Background: an optimization exercise with open tools, aiming at small area and a short achievable clock period. Do not read the settings as production practice.
Function was checked by simulation only, so behaviour that the tests miss may differ from the original.
Power and IR drop assume default switching activity.

## config.mk

```make
export PLATFORM = sky130hd
export DESIGN_NAME = singlecycle
export DESIGN_NICKNAME = singlecycle
export VERILOG_FILES = /design/flow/design.v
export SDC_FILE = /design/flow/constraint.sdc
export NUM_CORES = 4
export LEC_CHECK = 0
export CAP_MARGIN = 10
export CORE_MARGIN = 2
export CORE_UTILIZATION = 45
export CTS_BUF_LIST = sky130_fd_sc_hd__clkbuf_4
export PLACE_DENSITY = 0.6
export SETUP_SLACK_MARGIN = 5
export SLEW_MARGIN = 10
export SYNTH_HIERARCHICAL = 1
export SYNTH_MINIMUM_KEEP_SIZE = 3000
export TNS_END_PERCENT = 10
```

## constraint.sdc

```tcl
create_clock -name core_clock -period 14.0 [get_ports {clk}]
set_input_delay 2.8000 -clock core_clock [delete_from_list [all_inputs] [get_ports {clk}]]
set_output_delay 2.8000 -clock core_clock [all_outputs]
set_load 0.01 [all_outputs]
```

## design.v

```verilog
module alu (
  input  logic [31:0] a, b,
  input  logic        sub,      
  input  logic        unsgn,    
  input  logic        arith,    
  input  logic [2:0]  funct3,
  output logic [31:0] res,
  output logic        lt, eq
);
  logic [32:0] diff;
  logic [31:0] sum, shin, shr, rev;
  logic        fill;
  assign diff = {1'b0, a} + {1'b0, b ^ {32{sub}}} + 33'(sub);
  assign sum  = diff[31:0];
  assign lt   = unsgn ? ~diff[32] : ((a[31] ^ b[31]) ? a[31] : diff[31]);
  assign eq   = (a == b);
  always_comb
    for (int i = 0; i < 32; i++) rev[i] = a[31 - i];
  assign shin = (funct3[2]) ? a : rev;
  assign fill = arith & a[31] & funct3[2];
  logic [63:0] shx;
  assign shx = {{32{fill}}, shin} >> b[4:0];
  assign shr = shx[31:0];
  always_comb begin
    case (funct3)
      3'b000: res = sum;
      3'b001: for (int i = 0; i < 32; i++) res[i] = shr[31 - i];
      3'b010: res = {31'd0, lt};
      3'b011: res = {31'd0, lt};
      3'b100: res = a ^ b;
      3'b101: res = shr;
      3'b110: res = a | b;
      default: res = a & b;
    endcase
  end
endmodule
module brcmp (
  input  logic [2:0] funct3,
  input  logic       lt, eq,
  output logic       taken
);
  always_comb
    case (funct3[2:1])
      2'b00:   taken = eq ^ funct3[0];    
      default: taken = lt ^ funct3[0];    
    endcase
endmodule
module ctrlunit (
  input  logic [31:0] instr,
  output logic        load, store, branch, jal, jalr, lui, auipc, opimm, op,
  output logic        regwen, sub, unsgn, arith, bsel
);
  logic [4:0] opc;
  logic [2:0] f3;
  assign opc = instr[6:2];
  assign f3  = instr[14:12];
  assign load   = (opc == 5'b00000);
  assign store  = (opc == 5'b01000);
  assign branch = (opc == 5'b11000);
  assign jal    = (opc == 5'b11011);
  assign jalr   = (opc == 5'b11001);
  assign lui    = (opc == 5'b01101);
  assign auipc  = (opc == 5'b00101);
  assign opimm  = (opc == 5'b00100);
  assign op     = (opc == 5'b01100);
  assign regwen = ~branch & ~store;
  assign bsel   = op | branch;
  assign sub    = branch | ((op | opimm) & (f3 == 3'b010 | f3 == 3'b011)) |
                  (op & f3 == 3'b000 & instr[30]);
  assign unsgn  = branch ? f3[1] : f3[0];
  assign arith  = instr[30];
endmodule
module immgen (
  input  logic [31:0] instr,
  input  logic        store, branch, jal,
  output logic [31:0] imm_alu,
  output logic [31:0] imm_pc
);
  logic [31:0] immI, immS, immB, immJ, immU;
  assign immI = {{21{instr[31]}}, instr[30:20]};
  assign immS = {{21{instr[31]}}, instr[30:25], instr[11:7]};
  assign immB = {{20{instr[31]}}, instr[7], instr[30:25], instr[11:8], 1'b0};
  assign immJ = {{12{instr[31]}}, instr[19:12], instr[20], instr[30:21], 1'b0};
  assign immU = {instr[31:12], 12'b0};
  assign imm_alu = store ? immS : immI;
  assign imm_pc  = branch ? immB : jal ? immJ : immU;
endmodule
module outperiph (
  input  logic        clk,
  input  logic        rst,
  input  logic [7:0]  addr,
  input  logic [31:0] sdata,
  input  logic [3:0]  lanes,
  input  logic        wren,
  output logic [31:0] ldata,
  output logic [31:0] hex0, hex1, hex2, hex3, hex4, hex5, hex6, hex7, ledr, ledg, lcd
);
  logic [10:0][31:0] r;
  logic [10:0] sel;
  always_comb
    for (int i = 0; i < 11; i++) sel[i] = (addr == 8'(i * 16));
  for (genvar i = 0; i < 11; i++) begin : g_reg
    for (genvar l = 0; l < 4; l++) begin : g_lane
      always_ff @(posedge clk or negedge rst) begin
        if (~rst) r[i][8*l +: 8] <= '0;
        else if (wren & sel[i] & lanes[l]) r[i][8*l +: 8] <= sdata[8*l +: 8];
      end
    end
  end
  always_comb begin
    ldata = '0;
    for (int i = 0; i < 11; i++) ldata = ldata | ({32{sel[i]}} & r[i]);
  end
  assign hex0 = r[0];
  assign hex1 = r[1];
  assign hex2 = r[2];
  assign hex3 = r[3];
  assign hex4 = r[4];
  assign hex5 = r[5];
  assign hex6 = r[6];
  assign hex7 = r[7];
  assign ledr = r[8];
  assign ledg = r[9];
  assign lcd  = r[10];
endmodule
module regfile (
  input  logic        clk, rst,
  input  logic [4:0]  addr1, addr2, waddr,
  input  logic [31:0] wdata,
  input  logic        regwen,
  output logic [31:0] reg1, reg2,
  input  logic [11:0] offs,         
  output logic [11:0] addr          
);
  logic [31:0] rs [1:31];
  logic [31:1] vld;
  logic [31:1] we;
  always_comb
    for (int i = 1; i < 32; i++) we[i] = regwen & (waddr == 5'(i));
  always_ff @(posedge clk or negedge rst) begin
    if (~rst) vld <= '0;
    else vld <= vld | we;
  end
  always_ff @(posedge clk)
    for (int i = 1; i < 32; i++) if (we[i]) rs[i] <= wdata;
  function automatic logic [31:0] rdport(input logic [4:0] a,
                                         input logic [31:1] v,
                                         input logic [31:1][31:0] d);
    logic [3:0][31:0] g;
    for (int j = 0; j < 4; j++) begin
      g[j] = '0;
      for (int k = 0; k < 8; k++)
        if (8*j+k != 0) g[j] = g[j] | ({32{v[8*j+k] & (a[2:0] == 3'(k))}} & d[8*j+k]);
    end
    rdport = g[a[4:3]];
  endfunction
  logic [31:1][31:0] rsp;
  always_comb
    for (int i = 1; i < 32; i++) rsp[i] = rs[i];
  assign reg1 = rdport(addr1, vld, rsp);
  assign reg2 = rdport(addr2, vld, rsp);
  assign addr = reg1[11:0] + offs;
endmodule
module lsu (
  input  logic        clk,
  input  logic        rst,
  input  logic [11:0] addr,
  input  logic [31:0] sdata,
  input  logic        store,
  input  logic [31:0] sw, btn,
  input  logic [31:0] dmem_rdata,
  output logic [8:0]  dmem_addr,
  output logic [31:0] dmem_wdata,
  output logic        dmem_we,
  input  logic [2:0]  rwsel,
  output logic [31:0] ldata,
  output logic [31:0] hex0, hex1, hex2, hex3, hex4, hex5, hex6, hex7, ledr, ledg, lcd
);
  logic [31:0] idata, odata, periphrdata, wword;
  logic [3:0]  lanes;
  always_comb begin
    case (rwsel)
      3'b000:  begin lanes = 4'b0001; wword = sdata; end
      3'b001:  begin lanes = 4'b0011; wword = sdata; end
      3'b010:  begin lanes = 4'b1111; wword = sdata; end
      default: begin lanes = 4'b1111; wword = '0; end
    endcase
  end
  assign dmem_addr = addr[10:2];
  assign dmem_we   = store & ~addr[11];
  always_comb
    for (int l = 0; l < 4; l++)
      dmem_wdata[8*l +: 8] = lanes[l] ? wword[8*l +: 8] : dmem_rdata[8*l +: 8];
  outperiph output_peripherals (
    .clk  (clk),
    .rst  (rst),
    .addr (addr[7:0]),
    .sdata(wword),
    .lanes(lanes),
    .wren (store & (addr[11:8] == 4'b1000)),
    .ldata(periphrdata),
    .hex0 (hex0),
    .hex1 (hex1),
    .hex2 (hex2),
    .hex3 (hex3),
    .hex4 (hex4),
    .hex5 (hex5),
    .hex6 (hex6),
    .hex7 (hex7),
    .ledr (ledr),
    .ledg (ledg),
    .lcd  (lcd)
  );
  assign idata = (addr[7:0] == 8'h00) ? sw : (addr[7:0] == 8'h10) ? btn : 32'd0;
  assign odata = (~addr[11]) ? dmem_rdata :
                 (addr[10:8] == 3'b000) ? periphrdata :
                 (addr[10:8] == 3'b001) ? idata : 32'd0;
  always_comb begin
    case (rwsel)
      3'b000 : ldata = {{24{odata[7]}}, odata[7:0]};     
      3'b001 : ldata = {{16{odata[15]}}, odata[15:0]};   
      3'b010 : ldata = odata;                            
      3'b100 : ldata = {24'd0, odata[7:0]};              
      3'b101 : ldata = {16'd0, odata[15:0]};             
      default: ldata = 32'd0;
    endcase
  end
endmodule
module singlecycle (
  input  logic  clk, rst,
  input  logic [31:0] sw, btn,
  input  logic [31:0] instr,
  input  logic [31:0] dmem_rdata,
  output logic [8:0]  dmem_addr,
  output logic [31:0] dmem_wdata,
  output logic        dmem_we,
  output logic [31:0] hex0, hex1, hex2, hex3, hex4, hex5, hex6, hex7, ledr, ledg, lcd,
  output logic [31:0] pcdebug
);
  logic        load, store, branch, jal, jalr, lui, auipc, opimm, op;
  logic        regwen, sub, unsgn, arith, bsel, lt, eq, taken;
  logic [2:0]  funct3;
  logic [31:0] pc, pc4, pcimm, reg1, reg2, imm_alu, imm_pc, b, res, ldata, wdata;
  logic [11:0] addr;
  assign funct3  = instr[14:12];
  assign pcdebug = pc;
  ctrlunit control_unit (
    .instr (instr),
    .load  (load),
    .store (store),
    .branch(branch),
    .jal   (jal),
    .jalr  (jalr),
    .lui   (lui),
    .auipc (auipc),
    .opimm (opimm),
    .op    (op),
    .regwen(regwen),
    .sub   (sub),
    .unsgn (unsgn),
    .arith (arith),
    .bsel  (bsel)
  );
  immgen imm_gen (
    .instr  (instr),
    .store  (store),
    .branch (branch),
    .jal    (jal),
    .imm_alu(imm_alu),
    .imm_pc (imm_pc)
  );
  regfile reg_file (
    .clk   (clk),
    .rst   (rst),
    .addr1 (instr[19:15]),
    .addr2 (instr[24:20]),
    .waddr (instr[11:7]),
    .wdata (wdata),
    .regwen(regwen),
    .reg1  (reg1),
    .reg2  (reg2),
    .offs  (imm_alu[11:0]),
    .addr  (addr)
  );
  assign b = bsel ? reg2 : imm_alu;
  alu alu (
    .a     (reg1),
    .b     (b),
    .sub   (sub),
    .unsgn (unsgn),
    .arith (arith),
    .funct3((op | opimm) ? funct3 : 3'b000),
    .res   (res),
    .lt    (lt),
    .eq    (eq)
  );
  brcmp branch_comp (
    .funct3(funct3),
    .lt    (lt),
    .eq    (eq),
    .taken (taken)
  );
  assign pc4   = pc + 32'd4;
  assign pcimm = pc + imm_pc;
  lsu lsu (
    .clk  (clk),
    .rst  (rst),
    .addr (addr),
    .sdata(reg2),
    .store(store),
    .sw   (sw),
    .btn  (btn),
    .dmem_rdata(dmem_rdata),
    .dmem_addr (dmem_addr),
    .dmem_wdata(dmem_wdata),
    .dmem_we   (dmem_we),
    .rwsel(funct3),
    .ldata(ldata),
    .hex0 (hex0),
    .hex1 (hex1),
    .hex2 (hex2),
    .hex3 (hex3),
    .hex4 (hex4),
    .hex5 (hex5),
    .hex6 (hex6),
    .hex7 (hex7),
    .ledr (ledr),
    .ledg (ledg),
    .lcd  (lcd)
  );
  always_comb begin
    if (load)             wdata = ldata;
    else if (jal | jalr)  wdata = pc4;
    else if (lui)         wdata = imm_pc;
    else if (auipc)       wdata = pcimm;
    else                  wdata = res;
  end
  always_ff @(posedge clk or negedge rst) begin
    if (~rst)                    pc <= 32'd0;
    else if (jal | (branch & taken)) pc <= pcimm;
    else if (jalr)               pc <= res;
    else                         pc <= pc4;
  end
endmodule
```

## flow/run.sh

```bash
#!/bin/bash
# The standard layout (the standard.sh, all ORFS steps unchanged) with one
# difference: the buffers that buffer_ports puts on every input and output
# port are buf_1 cells (resized later by repair where timing needs it)
# instead of the default clkdlybuf4s50_1 delay cells.
set -euo pipefail
bash standard.sh 'BUFFER_PORTS_ARGS=-buffer_cell sky130_fd_sc_hd__buf_1' finish > standard.log 2>&1
```

## standard.sh

```bash
#!/bin/bash
# synth_recipe.tcl (not shown) runs the flow's synth.tcl, then flattens the netlist and writes it again
# the make line also repeats each setting of config.mk as NAME=value (left out here)
make -C /OpenROAD-flow-scripts/flow DESIGN_CONFIG=/design/flow/config.mk WORK_HOME=/design/flow/orfs CLKGATE_MAP_FILE= SYNTH_SCRIPT=/design/flow/synth_recipe.tcl "${@:-finish}"
```

==> results of run 1 <==
[per-module statistics from Yosys (local to each module, per instance)]
module       area [µm²]  cells  copies in the design  flip-flops and latches
regfile           44100   3016                     1                    1023
singlecycle       28400   3528                     1                     384
[metal layers]
metal | global-route usage, % | up-vias | wire length [µm]
met1 | 50.6 | 32800 | 120000
met5 | 0 | - | 69
met4 | 32.6 | 12 | 33300
li1 | - | 27700 | -
met3 | 14.0 | 1281 | 50000
met2 | 60.1 | 5777 | 149000
[report_power, final]
part	internal [mW]	switching [mW]
combinational	0.951	2.31
sequential	4.93	0.145
clock	1.83	1.76
[critical path: cells and delay by family]
kind | cells | cell delay [ns]
fa+ha+maj | 2 | 0.43
compound gates | 11 | 3.81
buf+inv | 15 | 2.21
simple gates | 7 | 1.24
[placed cells by master, fill, tap and decap left out, types with 34 or more instances in the layout]
| cell type | count |
|---|---|
| o211ai_1 | 68 |
| nor3_1 | 37 |
| buf_1 | 536 |
| nand3_1 | 167 |
| xnor2_1 | 51 |
| a221o_1 | 96 |
| a21oi_1 | 317 |
| nand4_1 | 147 |
| nor2_4 | 34 |
| or2_2 | 38 |
| xor2_1 | 60 |
| o221ai_1 | 37 |
| inv_1 | 106 |
| ha_1 | 129 |
| buf_6 | 43 |
| mux2i_1 | 81 |
| clkbuf_4 | 535 |
| dfrtp_1 | 415 |
| a221oi_1 | 282 |
| a22oi_1 | 233 |
| a222oi_1 | 141 |
| buf_4 | 327 |
| o21ai_0 | 514 |
| a22o_1 | 300 |
| a211oi_1 | 45 |
| nor2_1 | 148 |
| edfxtp_1 | 992 |
| a21o_1 | 72 |
| clkinv_1 | 77 |
| nand2_1 | 805 |
[worst min-delay path by stage]
stage	end	slack, ns	from
after CTS	reg_file.vld[30]	0.48	reg_file.vld[30]
final	reg_file.vld[6]	0.49	reg_file.vld[6]
after global routing	reg_file.vld[6]	0.51	reg_file.vld[6]
after floorplan	reg_file.vld[10]	0.44	reg_file.vld[10]
after global placement	reg_file.vld[7]	0.46	reg_file.vld[7]
after detailed placement	reg_file.vld[30]	0.46	reg_file.vld[30]
[final cells by class]
class                           instances  area [µm²]  area share, %
Sequential cell                      1407       40200           47.2
Multi-Input combinational cell       4432       31000           36.3
Timing Repair Buffer                  978        6320           7.43
Clock buffer                          533        4000           4.70
Tap cell                             2160        2700           3.17
Clock inverter                        100         526          0.617
Inverter                              113         424          0.498
Antenna cell                           24        60.1         0.0705
[cells by family (layout without fill, tap and decap cells)]
family                   after synthesis  after routing  synth area share, %
buffers and inverters                707           1724                 4.13
XOR/XNOR                             117            117                 1.41
AO/OA/AOI/OAI                       2428           2430                 24.2
AND/OR/NAND/NOR                     1619           1619                 10.4
multiplexers                         126            126                 2.06
other                                  0             24                    0
adder cells (fa/ha/maj)              140            140                 2.45
flip-flops                          1407           1407                 55.4
[sequential cells by signal, indices dropped and copies added, names as in the netlist]
| name | flops |
|---|---|
| pc | 32 |
| lsu.output_peripherals.r | 352 |
| reg_file.rs | 992 |
| reg_file.vld | 31 |
[repair_timing]
item | CTS | global route
gates resized for setup | 287 | 66
hold buffers | 0 | 0
buffers inserted | 94 | 29
pin swaps | 66 | 21
endpoints found under the setup margin | 1198 | 838
cloned | 15 | 2
==> impl_metrics.ini, run 1 <==
[logic_synthesis]
synth_top_area_cell = edfxtp_1
ys_top_cells_by_count = edfxtp_1 (992), nand2_1 (831), o21ai_0 (541), dfrtp_1 (415), clkbuf_1 (388)
ys_async_sr_fraction_pct = 29.5
synth_top_area_share_pct = 41.1
synth-seq-cells = 1407
avgSynthCellArea_um2 = 11.1
yosysMostFrequentCell = edfxtp_1
yosysWarnings = 13
synthFlopType = edfxtp_1
synth_nets = 6814
synth-edff-count = 992
synth_area_leaders = edfxtp_1 (41%), dfrtp_1 (14%), nand2_1 (4.3%)
synth_area_um2 = 72500
synth-seq-area-share_pct = 55.4
synth.distinct_cells = 99
syn-instance-count = 6544

[sta]
rsz0062_at_grt = true
fin_skew_ns = 0.173
max_freq_mhz = 104
maxSlewHeadroom_pct = 11.2
period_minus_slack_ns = 9.61
drv_slew = 0
fin_tns_setup_ns = 0
whs_ns = 0.488
worst_slack_ns = 4.39
setup_viol = 0
hold_viol = 0
fin_crit_sh_pct = 68.6
tightest_slew_ns = 1.33

[layout]
syn_to_final_growth_pct = 17.5
nets = 7581
n_fill_cell = 14200
design_area_um2 = 85200
fin_util_pct = 53.2
finalNonFillerCells = 9747
drive_gt1_share_pct = 18.0

[die]
ios = 556
dieArea_um2 = 164000
die_y_um = 405
start_util_pct = 45.3
fp.coreArea_um2 = 160000
rows = 147
die_w_um = 405

[clocking]
cts_inserted_buffers = 379
cts_max_level = 5
cts_sinks = 1407
cts_tree = built
clk_pin_slew_ns = 0.06
cts-root-buf = clkbuf_4
clock_path_buffers = 4
clk_latency_ns = 1.42

[min_path]
worstHoldPathCells = 1
min_path_type = flop to flop

[worst_setup_path]
slowest_stage = o21ai_0
r2r_slack_ns = 5.60
crit_fanout = 34
endpoint = reg_file.rs[19][27]
regToRegStartpoint = reg_file.vld[8]
max_stage_delay_ns = 0.99
end_kind = flop
r2r-end = reg_file.rs[19][27]
worstRegToRegCells = 30
crit_type = input port to flop
cp_data_required_time_ns = 15.02
startpoint = instr[17]
cp-start-kind = input port
cp.arrival_ns = 10.62

[power]
finalPower_mw = 11.9
ir_drop_mv = 0.0906
power.density_nw_per_um2 = 140
leakagePower_nw = 31.3

[detailed_routing]
ant_nets = 0
drc = 0
viasPerCell = 6.92
dr.pass1.iters = 10
routedWlPerCell_um = 36.2
drt_wl_total_mm = 353
drt_iter0_drc = 12400
vias = 67500

[grt]
grt_usage_pct = 41.4
grt_pass1_wl_mm = 481
overflow = 0
grt_max_degree = 136
grt_pass1_vias = 62100
antenna_found_initial = 33

[placement]
dp.cells = 8949
portBuffers = 553
hpwl_mm = 231
placed_area_um2 = 77700
pre_cts_ws_ns = 1.68
routabilityCongestion = 1.05

[status]
outcome = finished clean

[job]
maxCapViolations = 0
==> run 2: changes to the inputs <==
==> flow/run.sh (replaced) <==
#!/bin/bash
# The standard layout (the standard.sh, all ORFS steps) with two changes:
# - synthesis runs flow/synth.tcl: the standard flow's synthesis script with a different
#   ABC script (flow/abc.script) for mapping the logic;
# - the buffers that buffer_ports puts on every input and output port are
#   buf_1 cells (resized later by repair where timing needs it) instead of the
#   default clkdlybuf4s50_1 delay cells.
# make's and the tools' full output goes to standard.log; ORFS keeps each
# step's log under orfs/logs.
set -euo pipefail
export FLOW_ABC_SCRIPT="$PWD/flow/abc.script"
bash standard.sh "SYNTH_SCRIPT=$PWD/flow/synth.tcl" \
  'BUFFER_PORTS_ARGS=-buffer_cell sky130_fd_sc_hd__buf_1' finish > standard.log 2>&1
==> flow/abc.script (new file) <==
&get -n
&st
&dch
&nf
&st
&syn2
&if -g -K 6
&synch2
&nf
&st
&syn2
&if -g -K 6
&synch2
&nf -R 1000
&put
buffer -c
topo
stime -c
upsize -c
dnsize -c
==> flow/synth.tcl (new file) <==
# The standard flow's synthesis script (synth_recipe.tcl), unchanged except that the ABC
# run that maps the logic to cells uses flow/abc.script: ORFS's speed script
# with two rounds of restructuring instead of five and more area-recovery
# rounds in the last mapping. Flip-flops are mapped before ABC, so the
# registers, their names and their cells are the standard synthesis's.
proc synth {args} { yosys synth -nofsm -noshare {*}$args }
proc abc {args} {
  set i [lsearch -exact $args -script]
  if {$i >= 0} { lset args [expr {$i + 1}] $::env(FLOW_ABC_SCRIPT) }
  yosys abc {*}$args
}
source $::env(SCRIPTS_DIR)/synth.tcl
# left out here: clear keep_hierarchy, flatten, clean up, hide names made inside functions, write 1_2_yosys.v
==> impl_metrics.ini, run 2 <==
[status]
outcome = finished clean

[detailed_routing]
dr.pass1.iters = 13
drt_iter0_drc = 12900
drc = 0
vias = 66600
wl_met1_mm = 123
met3_length_mm = 48.4
viasPerCell = 6.96
drt_wl_total_mm = 355
routedWlPerCell_um = 37.1
ant_nets = 0
dr_wl_met2_mm = 152
dr.max_layer_used = met5

[die]
rows = 145
die_w_um = 401
start_util_pct = 45.3
die_y_um = 401
ios = 556
dieArea_um2 = 160000
fp.coreArea_um2 = 156000

[grt]
grt_pass1_wl_mm = 488
overflow = 0
grt_usage_pct = 42.8
antenna_found_initial = 36
grt_pass1_vias = 62000
grt_max_degree = 130

[worst_setup_path]
end_kind = primary output
cp.arrival_ns = 6.51
cp-start-kind = input port
crit_type = input port to primary output
crit_fanout = 8
cp_data_required_time_ns = 11.20

[sta]
max_freq_mhz = 107
fin_skew_ns = 0.168
rsz0062_at_grt = true
maxSlewHeadroom_pct = 6.02
tightest_slew_ns = 1.40
period_minus_slack_ns = 9.31
fin_crit_sh_pct = 66.5
fin_tns_setup_ns = 0
hold_viol = 0
setup_viol = 0
drv_slew = 0

[placement]
hpwl_mm = 239
routabilityCongestion = 1.07
dp.cells = 8836
portBuffers = 553
placed_area_um2 = 75700

[layout]
design_area_um2 = 81800
drive_gt1_share_pct = 16.0
fin_util_pct = 52.4
mostFrequentLayoutCell = edfxtp_1
regMostFlops = reg_file.rs
final_cell_mix = edfxtp_1 (992), nand2_1 (989), o21ai_0 (573)
reg_top3 = reg_file.rs (992), lsu.output_peripherals.r (352), pc (32)
syn_to_final_growth_pct = 15.6
largest_reg_flops = 992
nets = 7494
finalNonFillerCells = 9568
n_fill_cell = 14100

[power]
finalPower_mw = 11.7
leakagePower_nw = 29.7
ir_drop_mv = 0.119
power.density_nw_per_um2 = 143

[clocking]
cts-root-buf = clkbuf_4
clock_path_buffers = 4
cts_inserted_buffers = 381
cts_tree = built
cts_max_level = 5
clk_latency_ns = 1.39
clk_pin_slew_ns = 0.07
cts_sinks = 1407

[logic_synthesis]
synth_top_area_cell = edfxtp_1
synth-seq-cells = 1407
synth_nets = 6784
synth_area_um2 = 70800
yosysWarnings = 13
yosysMostFrequentCell = nand2_1
synthFlopType = edfxtp_1
avgSynthCellArea_um2 = 10.9
synth.distinct_cells = 90
synth_area_leaders = edfxtp_1 (42%), dfrtp_1 (15%), nand2_1 (5.3%)
synth-seq-area-share_pct = 56.8
synth-edff-count = 992
synth_top_area_share_pct = 42.1
syn-instance-count = 6514
ys_async_sr_fraction_pct = 29.5
ys_top_cells_by_count = nand2_1 (997), edfxtp_1 (992), o21ai_0 (600), dfrtp_1 (415), clkbuf_1 (382)

[job]
maxCapViolations = 0

[min_path]
min_path_type = flop to flop
-- run 2: cell types whose count changed after synthesis, moves of 28 or more --
cell and change:
a222oi_1 +90, a21o_1 -28, nand2_1 +166, a22oi_1 +42, a22o_1 -132, o211ai_1 -50
nor3_1 -38, o21ai_0 +59, nand3_1 +91, nand4_1 -44, a221o_1 -82
-- run 2: cell families (layout without fill, tap and decap cells) --
logic type	after synthesis	after routing	share of synthesized area, %
compound gates	2261	2261	22.4
xor+xnor	133	133	1.66
fa+ha+maj	140	140	2.51
buf+inv	673	1641	3.95
flops	1407	1407	56.8
mux	86	86	1.27
other cells	0	26	0
simple gates	1814	1816	11.5
-- run 2: modules after synthesis, one instance, submodules excluded --
module       flip-flops and latches  cell area [µm²]  cells  times used
regfile                        1023            43600   3099           1
singlecycle                     384            27100   3415           1
-- run 2: timing repair --
| item | in CTS | in global routing |
|---|---|---|
| buffers inserted | 49 | 4 |
| gates cloned | 6 | 1 |
| hold buffers | 0 | 0 |
| endpoints found under the hold margin | 0 | 0 |
| pin swaps | 40 | 22 |
| endpoints found under the setup margin | 1418 | 524 |
| gates resized for setup | 224 | 26 |
-- run 2: cell type report --
class | count | area [µm²] | area share, %
clock inverter | 101 | 558 | 0.682
tap | 2058 | 2570 | 3.15
clock buffer | 542 | 4070 | 4.97
sequential | 1407 | 40200 | 49.1
timing repair inverter | 1 | 5.00 | 0.00612
antenna | 26 | 65.1 | 0.0795
timing repair buffer | 887 | 5180 | 6.33
multi-input combinational | 4436 | 28800 | 35.2
inverter | 110 | 417 | 0.509
-- run 2: through the flow --
step,hold slack (ns),setup WS (ns)
after floorplan,0.445,4.74
after global placement,0.459,1.91
after detailed placement,0.464,1.87
after CTS,0.482,4.75
after global routing,0.506,4.53
final,0.486,4.69
-- run 2: worst max-delay path: stages --
cell	delay, ns
buf_8	0.13
buf_12	0.18
and3_4	0.24
and2_4	0.22
buf_12	0.12
a22o_1	0.15
a221oi_2	0.04
nand4_1	0.12
nand2_2	0.11
o21ai_4	0.38
ha_4	0.27
a21o_1	0.18
a21oi_4	0.17
nor2b_2	0.07
nor4_2	0.20
a21oi_1	0.10
nand4_1	0.12
nand2_2	0.09
o21ai_2	0.14
nand2b_1	0.09
a21oi_2	0.18
xnor2_2	0.12
nor2_4	0.13
buf_6	0.13
-- run 2: report_power, final --
| group | total, mW | internal, mW | leakage, nW | switching, mW |
|---|---|---|---|---|
| Clock | 3.65 | 1.88 | 2.78 | 1.77 |
| Combinational | 2.93 | 0.797 | 12.3 | 2.14 |
| Sequential | 5.08 | 4.94 | 14.6 | 0.135 |
| Total | 11.7 | 7.62 | 29.7 | 4.05 |
-- run 2: final timing paths --
check / end / cells after the start / start / slack [ns]
worst max-delay path: dmem_we / 24 / instr[16] / 4.69
worst min-delay path: reg_file.vld[21] / 1 / reg_file.vld[21] / 0.49
worst max register to register: reg_file.rs[28][1] / 27 / reg_file.vld[27] / 6.26
worst min register to register: reg_file.vld[21] / 1 / reg_file.vld[21] / 0.49
max in group asynchronous: lsu.output_peripherals.r[304] / 4 / rst / 9.54
min in group asynchronous: reg_file.vld[23] / 1 / rst / 1.48
-- run 2: per-layer routing --
layer | up-vias | global-route usage, %
met5 | - | 0
met4 | 24 | 32.9
met3 | 1327 | 13.5
met2 | 5900 | 62.6
met1 | 32300 | 52.8
li1 | 27000 | -
==> run 3: changes to the inputs <==
--- a/config.mk
+++ b/config.mk
@@ -9,7 +9,7 @@
 export CORE_MARGIN = 2
 export CORE_UTILIZATION = 45
 export CTS_BUF_LIST = sky130_fd_sc_hd__clkbuf_4
-export PLACE_DENSITY = 0.6
+export PLACE_DENSITY = 0.65
 export SETUP_SLACK_MARGIN = 5
 export SLEW_MARGIN = 10
 export SYNTH_HIERARCHICAL = 1
==> impl_metrics.ini, run 3 <==
[status]
outcome = finished clean

[layout]
finalNonFillerCells = 9582
fin_util_pct = 52.4
final_cell_mix = edfxtp_1 (992), nand2_1 (987), o21ai_0 (572)
syn_to_final_growth_pct = 15.7
mostFrequentLayoutCell = edfxtp_1
nets = 7511
reg_top3 = reg_file.rs (992), lsu.output_peripherals.r (352), pc (32)
drive_gt1_share_pct = 16.4
design_area_um2 = 81900
largest_reg_flops = 992
regMostFlops = reg_file.rs

[sta]
max_freq_mhz = 105
worst_slack_ns = 4.47
fin_crit_sh_pct = 68.0
hold_viol = 0
fin_tns_setup_ns = 0
period_minus_slack_ns = 9.53
rsz0062_at_grt = true
whs_ns = 0.482
setup_viol = 0
tightest_slew_ns = 1.34
maxSlewHeadroom_pct = 10.0
drv_slew = 0
fin_skew_ns = 0.163

[logic_synthesis]
ys_top_cells_by_count = nand2_1 (997), edfxtp_1 (992), o21ai_0 (600), dfrtp_1 (415), clkbuf_1 (382)
synthFlopType = edfxtp_1
synth-edff-count = 992
avgSynthCellArea_um2 = 10.9
synth_area_um2 = 70800
yosysMostFrequentCell = nand2_1
syn-instance-count = 6514
synth-seq-cells = 1407
synth_top_area_share_pct = 42.1
synth_area_leaders = edfxtp_1 (42%), dfrtp_1 (15%), nand2_1 (5.3%)
synth-seq-area-share_pct = 56.8
synth_top_area_cell = edfxtp_1
synth_nets = 6784
yosysWarnings = 13
ys_async_sr_fraction_pct = 29.5
synth.distinct_cells = 90

[placement]
dp.cells = 8855
placed_area_um2 = 75800
routabilityCongestion = 1.05
hpwl_mm = 238
pre_cts_ws_ns = 2.15
portBuffers = 553

[power]
leakagePower_nw = 29.8
power.density_nw_per_um2 = 141
finalPower_mw = 11.5
ir_drop_mv = 0.105

[clocking]
cts-root-buf = clkbuf_4
cts_inserted_buffers = 372
clock_path_buffers = 4
clk_pin_slew_ns = 0.07
cts_max_level = 5
holdBufCountCts = 0
cts_tree = built
clk_latency_ns = 1.45
cts_sinks = 1407

[detailed_routing]
vias = 66700
routedWlPerCell_um = 36.0
drt_wl_total_mm = 345
dr.pass1.iters = 11
ant_nets = 0
drc = 0
viasPerCell = 6.96
drt_iter0_drc = 12700

[worst_setup_path]
cp-start-kind = input port
crit_fanout = 31
cp.arrival_ns = 10.53
cp_data_required_time_ns = 15.00
crit_type = input port to flop
end_kind = flop

[die]
fp.coreArea_um2 = 156000
die_w_um = 401
rows = 145
start_util_pct = 45.3
ios = 556
die_y_um = 401
dieArea_um2 = 160000

[grt]
grt_pass1_wl_mm = 474
overflow = 0
grt_usage_pct = 41.3
antenna_found_initial = 44
grt_max_degree = 148
grt_pass1_vias = 61700

[job]
maxCapViolations = 0

[min_path]
min_path_type = flop to flop
run 3: cells by family (layout without fill, tap and decap cells):
logic type	count (synthesis)	count (layout)	share of synthesized area (%)
AND/OR/NAND/NOR	1814	1817	11.5
AO/OA/AOI/OAI	2261	2261	22.4
XOR/XNOR	133	133	1.66
adder cells (fa/ha/maj)	140	140	2.51
other	0	33	0
multiplexers	86	86	1.27
buffers and inverters	673	1647	3.95
flip-flops	1407	1407	56.8
run 3: per-module statistics from Yosys, one instance, submodules excluded:
module | times used | area (µm²) | cells inside | flip-flops and latches
singlecycle | 1 | 27100 | 3415 | 384
regfile | 1 | 43600 | 3099 | 1023
run 3: area by class of cell:
type | instances | area (µm²)
Fill cell | 14000 | 74400
Tap cell | 2058 | 2570
Antenna cell | 33 | 82.6
Timing Repair Buffer | 913 | 5270
Multi-Input combinational cell | 4437 | 28900
Sequential cell | 1407 | 40200
Clock buffer | 535 | 4020
Clock inverter | 89 | 384
Inverter | 110 | 413
run 3: path summary, 6_finish.rpt:
| check | startpoint | end | slack (ns) | cells after the start |
|---|---|---|---|---|
| max | instr[16] | reg_file.rs[25][31] | 4.47 | 27 |
| min | reg_file.vld[28] | reg_file.vld[28] | 0.48 | 1 |
| max reg2reg | reg_file.vld[22] | reg_file.rs[25][31] | 6.01 | 23 |
| min reg2reg | reg_file.vld[28] | reg_file.vld[28] | 0.48 | 1 |
| max in group asynchronous | rst | lsu.output_peripherals.r[274] | 10.11 | 3 |
| min in group asynchronous | rst | lsu.output_peripherals.r[136] | 1.56 | 1 |
run 3: timing repair:
item | CTS | global route
cloned | 3 | 3
pin swaps | 31 | 33
gates resized for setup | 174 | 90
endpoints found under the setup margin | 1117 | 749
setup buffers | 46 | 18
run 3: report_power, final:
group	internal (mW)	switching, mW	total, mW
combinational	0.804	2.14	2.94
clock	1.76	1.75	3.51
sequential	4.95	0.132	5.08
run 3: layer usage:
metal	up-vias	part of all wire (%)	global-route usage (%)
met5	-	0.051	0
met4	22	8.7	29.1
met3	1339	14	13.4
met2	5928	44	62.8
met1	32300	33	49.5
li1	27100	-	-
run 3: worst max-delay path: stages:
cell	delay, ns
buf_6	0.10
buf_12	0.13
buf_4	0.14
buf_4	0.14
and3_2	0.35
buf_4	0.35
a222oi_1	0.31
nand3_1	0.13
a211oi_1	0.66
a21oi_1	0.08
nand2_1	0.10
o21ai_1	0.41
inv_1	0.32
o21ai_0	0.19
o21ai_0	0.66
nor2_1	0.09
a21oi_1	0.38
mux2i_1	0.26
a21oi_1	0.60
a21oi_1	0.26
a21oi_1	0.21
o21ai_0	0.09
o21ai_0	0.46
o21ai_0	0.19
a31oi_1	0.68
o21ai_2	0.08
buf_4	0.28
==> run 4: changes to the inputs <==
--- a/config.mk
+++ b/config.mk
@@ -7,9 +7,9 @@
 export LEC_CHECK = 0
 export CAP_MARGIN = 10
 export CORE_MARGIN = 2
-export CORE_UTILIZATION = 45
+export CORE_UTILIZATION = 50
 export CTS_BUF_LIST = sky130_fd_sc_hd__clkbuf_4
-export PLACE_DENSITY = 0.65
+export PLACE_DENSITY = 0.6
 export SETUP_SLACK_MARGIN = 5
 export SLEW_MARGIN = 10
 export SYNTH_HIERARCHICAL = 1
==> impl_metrics.ini, run 4 <==
[status]
outcome = failed layout checks
so.violations = max-capacitance violations, max-slew violations

[layout]
drive_gt1_share_pct = 16.8
fin_util_pct = 58.3
reg_top3 = reg_file.rs (992), lsu.output_peripherals.r (352), pc (32)
nets = 7528
design_area_um2 = 82200
syn_to_final_growth_pct = 16.2
regMostFlops = reg_file.rs
mostFrequentLayoutCell = edfxtp_1
final_cell_mix = edfxtp_1 (992), nand2_1 (984), o21ai_0 (568)
n_fill_cell = 12300
largest_reg_flops = 992

[clocking]
cts_tree = built
cts_inserted_buffers = 380
cts_max_level = 5
clk_pin_slew_ns = 0.07
cts-root-buf = clkbuf_4
clk_latency_ns = 1.43
clock_path_buffers = 4
cts_sinks = 1407

[min_path]
min_path_type = flop to flop

[worst_setup_path]
crit_type = input port to primary output
regToRegStartpoint = reg_file.vld[27]
r2r-end = reg_file.rs[29][6]
endpoint = dmem_we
slowest_stage = nand4_1
cp-start-kind = input port
startpoint = instr[16]
crit_fanout = 6
r2r_slack_ns = 6.00
cp_data_required_time_ns = 11.20
max_stage_delay_ns = 0.40
path_cells = buf_12, buf_12, nor3_4, buf_4, and2_4, a22o_1, a221oi_4, nand4_1, nand3_4, o21ai_4, ha_4, a21o_1, a21oi_2, nor2b_2, nor4_2, a21oi_1, nand4_1, nand2_1, o21ai_1, nand2b_1, a21oi_2, xnor2_2, nor2_4, buf_6
worstRegToRegCells = 25
end_kind = primary output
cp.arrival_ns = 6.75

[sta]
setup_viol = 0
max_freq_mhz = 105
tightest_slew_ns = 1.48
drv_slew = 1
fin_crit_sh_pct = 68.2
fin_skew_ns = 0.146
fin_tns_setup_ns = 0
rsz0062_at_grt = true
whs_ns = 0.486
maxSlewHeadroom_pct = -1.21
period_minus_slack_ns = 9.55
hold_viol = 0

[placement]
hpwl_mm = 238
placed_area_um2 = 75500
routabilityCongestion = 1.08
portBuffers = 553

[logic_synthesis]
ys_async_sr_fraction_pct = 29.5
synth_top_area_cell = edfxtp_1
ys_top_cells_by_count = nand2_1 (997), edfxtp_1 (992), o21ai_0 (600), dfrtp_1 (415), clkbuf_1 (382)
synth-edff-count = 992
synth-seq-cells = 1407
synth-seq-area-share_pct = 56.8
synth_nets = 6784
synth_area_leaders = edfxtp_1 (42%), dfrtp_1 (15%), nand2_1 (5.3%)
yosysWarnings = 13
synth_area_um2 = 70800
avgSynthCellArea_um2 = 10.9
synth_top_area_share_pct = 42.1
synthFlopType = edfxtp_1
yosysMostFrequentCell = nand2_1
synth.distinct_cells = 90
syn-instance-count = 6514

[detailed_routing]
routedWlPerCell_um = 38.1
ant_nets = 0
vias = 67000
drc = 0
viasPerCell = 7.10
dr.pass1.iters = 13
drt_wl_total_mm = 359
drt_iter0_drc = 13700

[power]
leakagePower_nw = 30.1
ir_drop_mv = 0.0926
power.density_nw_per_um2 = 143
finalPower_mw = 11.8

[grt]
antenna_found_initial = 36
grt_max_degree = 166
grt_usage_pct = 48.1
grt_pass1_wl_mm = 488
overflow = 0
grt_pass1_vias = 61500

[die]
rows = 138
die_y_um = 380
dieArea_um2 = 145000
ios = 556
fp.coreArea_um2 = 141000
die_w_um = 380
start_util_pct = 50.2

[job]
maxCapViolations = 1
## run 4: what timing repair did
action / 4_1_cts / 5_1_grt
endpoints found under the hold margin: 0 / 0
cloned: 8 / 0
pin swaps: 61 / 27
buffers inserted: 82 / 5
setup endpoints to repair: 1090 / 788
resized for setup: 273 / 46
hold buffers: 0 / 0
## run 4: report_power, final
part	switching (mW)	total, mW	internal [mW]
Clock	1.76	3.62	1.86
Sequential	0.140	5.08	4.94
Combinational	2.26	3.07	0.808
## run 4: cell families (layout without fill, tap and decap cells)
group	Yosys count	after routing	share of synthesized area [%]
multiplexers	86	86	1.27
buffers and inverters	673	1683	3.95
other	0	19	0
flip-flops	1407	1407	56.8
AO/OA/AOI/OAI	2261	2261	22.4
AND/OR/NAND/NOR	1814	1816	11.5
adder cells (fa/ha/maj)	140	140	2.51
XOR/XNOR	133	133	1.66
## run 4: final cells by class
type,count,area (µm²),share of cell area [%]
well taps,1890,2360,2.88
repair buffers,923,5590,6.80
multi-input cells,4436,29000,35.3
clock buffers,563,4230,5.14
diodes,19,47.5,0.0578
clock inverters,87,398,0.484
inverters,110,413,0.502
flip-flops and latches,1407,40200,48.9
## run 4: routing by layer
metal / wire length (µm) / GRT usage, %
met4: 36000 / 38.9
met5: 234 / 0
met2: 148000 / 68.3
met1: 119000 / 58.7
met3: 55000 / 17.8
## run 4: how the worst min path moves through the flow
stage / from / endpoint / slack (ns) / cells past startpoint
floorplan: reg_file.vld[15] / reg_file.vld[15] / 0.45 / 1
global placement: reg_file.vld[1] / reg_file.vld[1] / 0.46 / 1
detailed placement: reg_file.vld[1] / reg_file.vld[1] / 0.46 / 1
CTS: reg_file.vld[5] / reg_file.vld[5] / 0.48 / 1
global route: reg_file.vld[4] / reg_file.vld[4] / 0.50 / 1
finish: reg_file.vld[26] / reg_file.vld[26] / 0.49 / 1
## run 4: modules after synthesis, one instance, submodules excluded
| module | flops+latches | copies in the design | area [µm²] | cells inside |
|---|---|---|---|---|
| regfile | 1023 | 1 | 43600 | 3099 |
| singlecycle | 384 | 1 | 27100 | 3415 |
## run 4: per-stage QoR
step | worst slack (ns) | cells
2_1_floorplan | 4.74 | 6514
3_3_place_gp | 2.12 | 8671
3_5_place_dp | 2.04 | 8671
4_1_cts | 4.62 | 9411
5_1_grt | 4.43 | 9424
6_report | 4.45 | 9435
## run 4: critical path: cells and delay by family
| kind | cells | cell delay (ns) |
|---|---|---|
| adder cells (fa/ha/maj) | 1 | 0.26 |
| buffers and inverters | 4 | 0.56 |
| AND/OR/NAND/NOR | 10 | 1.63 |
| AO/OA/AOI/OAI | 8 | 1.35 |
| XOR/XNOR | 1 | 0.10 |
==> run 5: changes to the inputs <==
==> flow/abc.script (replaced) <==
&get -n
&st
&dch
&nf
&st
&syn2
&if -g -K 6
&synch2
&nf
&st
&syn2
&if -g -K 6
&synch2
&nf -R 1000
&put
topo
stime -c
dnsize -c
--- a/flow/synth.tcl
+++ b/flow/synth.tcl
@@ -1,7 +1,8 @@
 # The standard flow's synthesis script (synth_recipe.tcl), unchanged except that the ABC
 # run that maps the logic to cells uses flow/abc.script: ORFS's speed script
-# with two rounds of restructuring instead of five and more area-recovery
-# rounds in the last mapping. Flip-flops are mapped before ABC, so the
+# with two rounds of restructuring instead of five, more area-recovery rounds
+# in the last mapping, and no buffering or upsizing in ABC (the layout's
+# repair buffers and sizes with the real constraints and wires). Flip-flops are mapped before ABC, so the
 # registers, their names and their cells are the standard synthesis's.
 proc synth {args} { yosys synth -nofsm -noshare {*}$args }
 proc abc {args} {
--- a/config.mk
+++ b/config.mk
@@ -7,7 +7,7 @@
 export LEC_CHECK = 0
 export CAP_MARGIN = 10
 export CORE_MARGIN = 2
-export CORE_UTILIZATION = 50
+export CORE_UTILIZATION = 45
 export CTS_BUF_LIST = sky130_fd_sc_hd__clkbuf_4
 export PLACE_DENSITY = 0.6
 export SETUP_SLACK_MARGIN = 5
==> impl_metrics.ini, run 5 <==
[power]
power.density_nw_per_um2 = 140
p_int_mw = 7.60
finalPower_mw = 11.5
comb_power_share_pct = 24.5
leakagePower_nw = 29.5
clockPowerShare_pct = 31.3
ir_drop_mv = 0.0788
p_sw_mw = 3.92
seqPwrFrac_pct = 44.2
p_sw_share_pct = 34.0

[die]
fp.coreArea_um2 = 150000
die_w_um = 393
die_y_um = 393
ios = 556
rows = 142
dieArea_um2 = 155000
start_util_pct = 45.4

[grt]
grt_usage_pct = 42.3
overflow = 0
grt_max_degree = 147
grt_pass1_wl_mm = 470
grt_pass1_vias = 61900
antenna_found_initial = 38

[logic_synthesis]
synth-edff-count = 992
synth_top_area_share_pct = 43.7
synth-seq-area-share_pct = 58.9
synth.distinct_cells = 59
avgSynthCellArea_um2 = 11.4
ys_async_sr_fraction_pct = 29.5
synth_area_leaders = edfxtp_1 (44%), dfrtp_1 (15%), nand2_1 (5.5%)
yosysWarnings = 13
yosysMostFrequentCell = nand2_1
syn-instance-count = 5959
synth_area_um2 = 68200
synth-seq-cells = 1407
ys_top_cells_by_count = nand2_1 (1002), edfxtp_1 (992), o21ai_0 (632), dfrtp_1 (415), a21oi_1 (349)
synth_nets = 6229
synthFlopType = edfxtp_1
synth_top_area_cell = edfxtp_1

[detailed_routing]
routedWlPerCell_um = 35.6
drt_wl_total_mm = 341
vias = 66200
drc = 0
drt_iter0_drc = 11600
viasPerCell = 6.91
ant_nets = 0
dr.pass1.iters = 12

[placement]
hpwl_mm = 222
portBuffers = 553
routabilityCongestion = 1.03
dp.cells = 8763

[layout]
syn_to_final_growth_pct = 20.3
final_cell_mix = edfxtp_1 (992), nand2_1 (989), o21ai_0 (589)
drive_gt1_share_pct = 16.4
mostFrequentLayoutCell = edfxtp_1
nets = 7565
reg_top3 = reg_file.rs (992), lsu.output_peripherals.r (352), pc (32)
n_fill_cell = 13400
finalNonFillerCells = 9570
regMostFlops = reg_file.rs
largest_reg_flops = 992

[worst_setup_path]
cp.arrival_ns = 6.62
end_kind = primary output
cp_data_required_time_ns = 11.20
cp-start-kind = input port
crit_type = input port to primary output
crit_fanout = 8
worstRegToRegCells = 25

[sta]
max_freq_mhz = 106
maxSlewHeadroom_pct = 12.4
fin_crit_sh_pct = 67.3
period_minus_slack_ns = 9.42
fin_tns_setup_ns = 0
hold_viol = 0
tightest_slew_ns = 1.30
setup_viol = 0
rsz0062_at_grt = true
drv_slew = 0
fin_skew_ns = 0.147

[clocking]
cts_tree = built
clock_path_buffers = 4
cts-root-buf = clkbuf_4
clk_pin_slew_ns = 0.06
cts_sinks = 1407
cts_inserted_buffers = 384
clk_latency_ns = 1.41
cts_max_level = 5
holdBufCountCts = 0

[min_path]
min_path_type = flop to flop
worstHoldPathCells = 1

[job]
maxCapViolations = 0

[status]
outcome = finished clean
-- run 5: cell types whose count changed in the layout (fill, tap and decap cells not counted), sizes merged, moves of 3 or more --
cell,previous run,this run
clkinv,80,166
bufinv,2,5
buf,911,923
clkbuf,570,557
and3,59,63
and2,49,64
diode,19,29
inv,115,6
-- run 5: critical path: stages --
cell,delay [ns]
buf_12,0.14
nor2b_4,0.25
nor2b_4,0.25
and2_4,0.24
buf_4,0.14
buf_4,0.18
a221oi_1,0.10
nand3_1,0.17
nand2_1,0.18
o21ai_0,0.25
buf_4,0.25
ha_2,0.35
a21o_1,0.22
nand2_1,0.07
nand2_1,0.09
o21ai_1,0.13
nand2b_1,0.10
a21oi_4,0.19
xnor2_4,0.09
buf_12,0.15
nor2_4,0.12
buf_6,0.12
-- run 5: path summary, 6_finish.rpt --
kind | slack (ns) | from | end
worst max-delay path | 4.58 | instr[15] | dmem_we
worst min-delay path | 0.49 | reg_file.vld[31] | reg_file.vld[31]
worst max register to register | 6.45 | reg_file.vld[6] | reg_file.rs[4][27]
worst min register to register | 0.49 | reg_file.vld[31] | reg_file.vld[31]
max in group asynchronous | 10.35 | rst | lsu.output_peripherals.r[220]
min in group asynchronous | 1.42 | rst | lsu.output_peripherals.r[42]
-- run 5: metrics by stage --
stage                     worst slack (ns)  instance area (µm²)  util [%]  hold WS [ns]
after floorplan                       4.77                68700         -         0.448
after global placement                2.07                75400      50.2         0.465
after detailed placement              1.99                75400      50.2         0.472
after CTS                             4.70                81600      54.3         0.493
after global routing                  4.51                82000      54.6         0.524
final                                 4.58                82100      54.7         0.493
-- run 5: kinds of logic (layout without fill, tap and decap cells) --
logic type | after synthesis | count (layout) | synth area share (%)
AND/OR/NAND/NOR | 1814 | 1836 | 11.7
multiplexers | 86 | 86 | 1.31
adder cells (fa/ha/maj) | 140 | 140 | 2.60
buffers and inverters | 118 | 1662 | 0.693
XOR/XNOR | 133 | 133 | 1.71
other | 0 | 29 | 0
flip-flops | 1407 | 1407 | 58.9
AO/OA/AOI/OAI | 2261 | 2261 | 23.1
-- run 5: final cells by class --
cell class	count	area [µm²]	area share, %
multi-input combinational	4456	29000	35.3
timing repair buffer	935	5320	6.48
sequential	1407	40200	49.0
tap	2016	2520	3.07
clock buffer	548	4110	5.01
antenna	29	72.6	0.0884
clock inverter	68	408	0.497
timing repair inverter	1	8.76	0.0107
inverter	110	442	0.538
-- run 5: power groups by stage --
stage | clock, mW | combinational (mW) | sequential (mW)
2_1_floorplan | 0 | 1.37 | 5.14
3_3_place_gp | 0 | 2.57 | 5.15
3_5_place_dp | 0 | 2.58 | 5.16
4_1_cts | 3.62 | 2.70 | 5.08
5_1_grt | 3.85 | 2.94 | 5.10
6_report | 3.61 | 2.83 | 5.09
-- run 5: routing by layer --
layer | part of all wire (%) | vias up | GRT usage (%)
met5 | 0.038 | - | 0
met4 | 8.5 | 18 | 30.5
met3 | 13 | 1273 | 10.7
met2 | 44 | 5667 | 63.6
met1 | 35 | 32100 | 53.1
li1 | - | 27100 | -
-- run 5: per-module statistics from Yosys, one instance, submodules excluded --
module       flops+latches  area, µm²  copies in the design  cells inside
singlecycle            384      25900                     1          3151
regfile               1023      42300                     1          2808
-- run 5: what timing repair did --
| action | in CTS | in global routing |
|---|---|---|
| gates resized for setup | 169 | 45 |
| setup buffers | 111 | 24 |
| pin swaps | 53 | 14 |
| endpoints found under the hold margin | 0 | 0 |
| cloned | 23 | 3 |
| endpoints found under the setup margin | 1113 | 505 |

[static timing again, ports no longer ideal]
The results above use ideal ports. As a check the final layouts listed here were re-extracted and re-timed, cells and wires unchanged. Step 1, drivers: a clkbuf_16 drives clk and a buf_2 each remaining input, both assumed. Step 2 adds t to the input delays and takes it off the output delays; t is the mean of the earliest and latest rising clock arrival at the registers after step 1. Input paths then give back, and output paths get back, about the clock's delay inside the block. Three values: ideal, step 1, step 2; two values: the first two.
run	t (ns)	setup WS [ns]	worst setup path at the end
run 1	1.409	4.392 / 4.204 / 2.795	input to register
run 2	1.384	4.694 / 4.593 / 3.272	input to register
run 3	1.439	4.474 / 4.417 / 3.025	input to register
run 4	1.428	4.447 / 4.372 / 3.156	input to register
run 5	1.406	4.578 / 4.403 / 3.551	input to register
For run 1, which loses most, drivers alone change the setup slack by -0.188 ns; drivers and shift together by -1.597 ns.
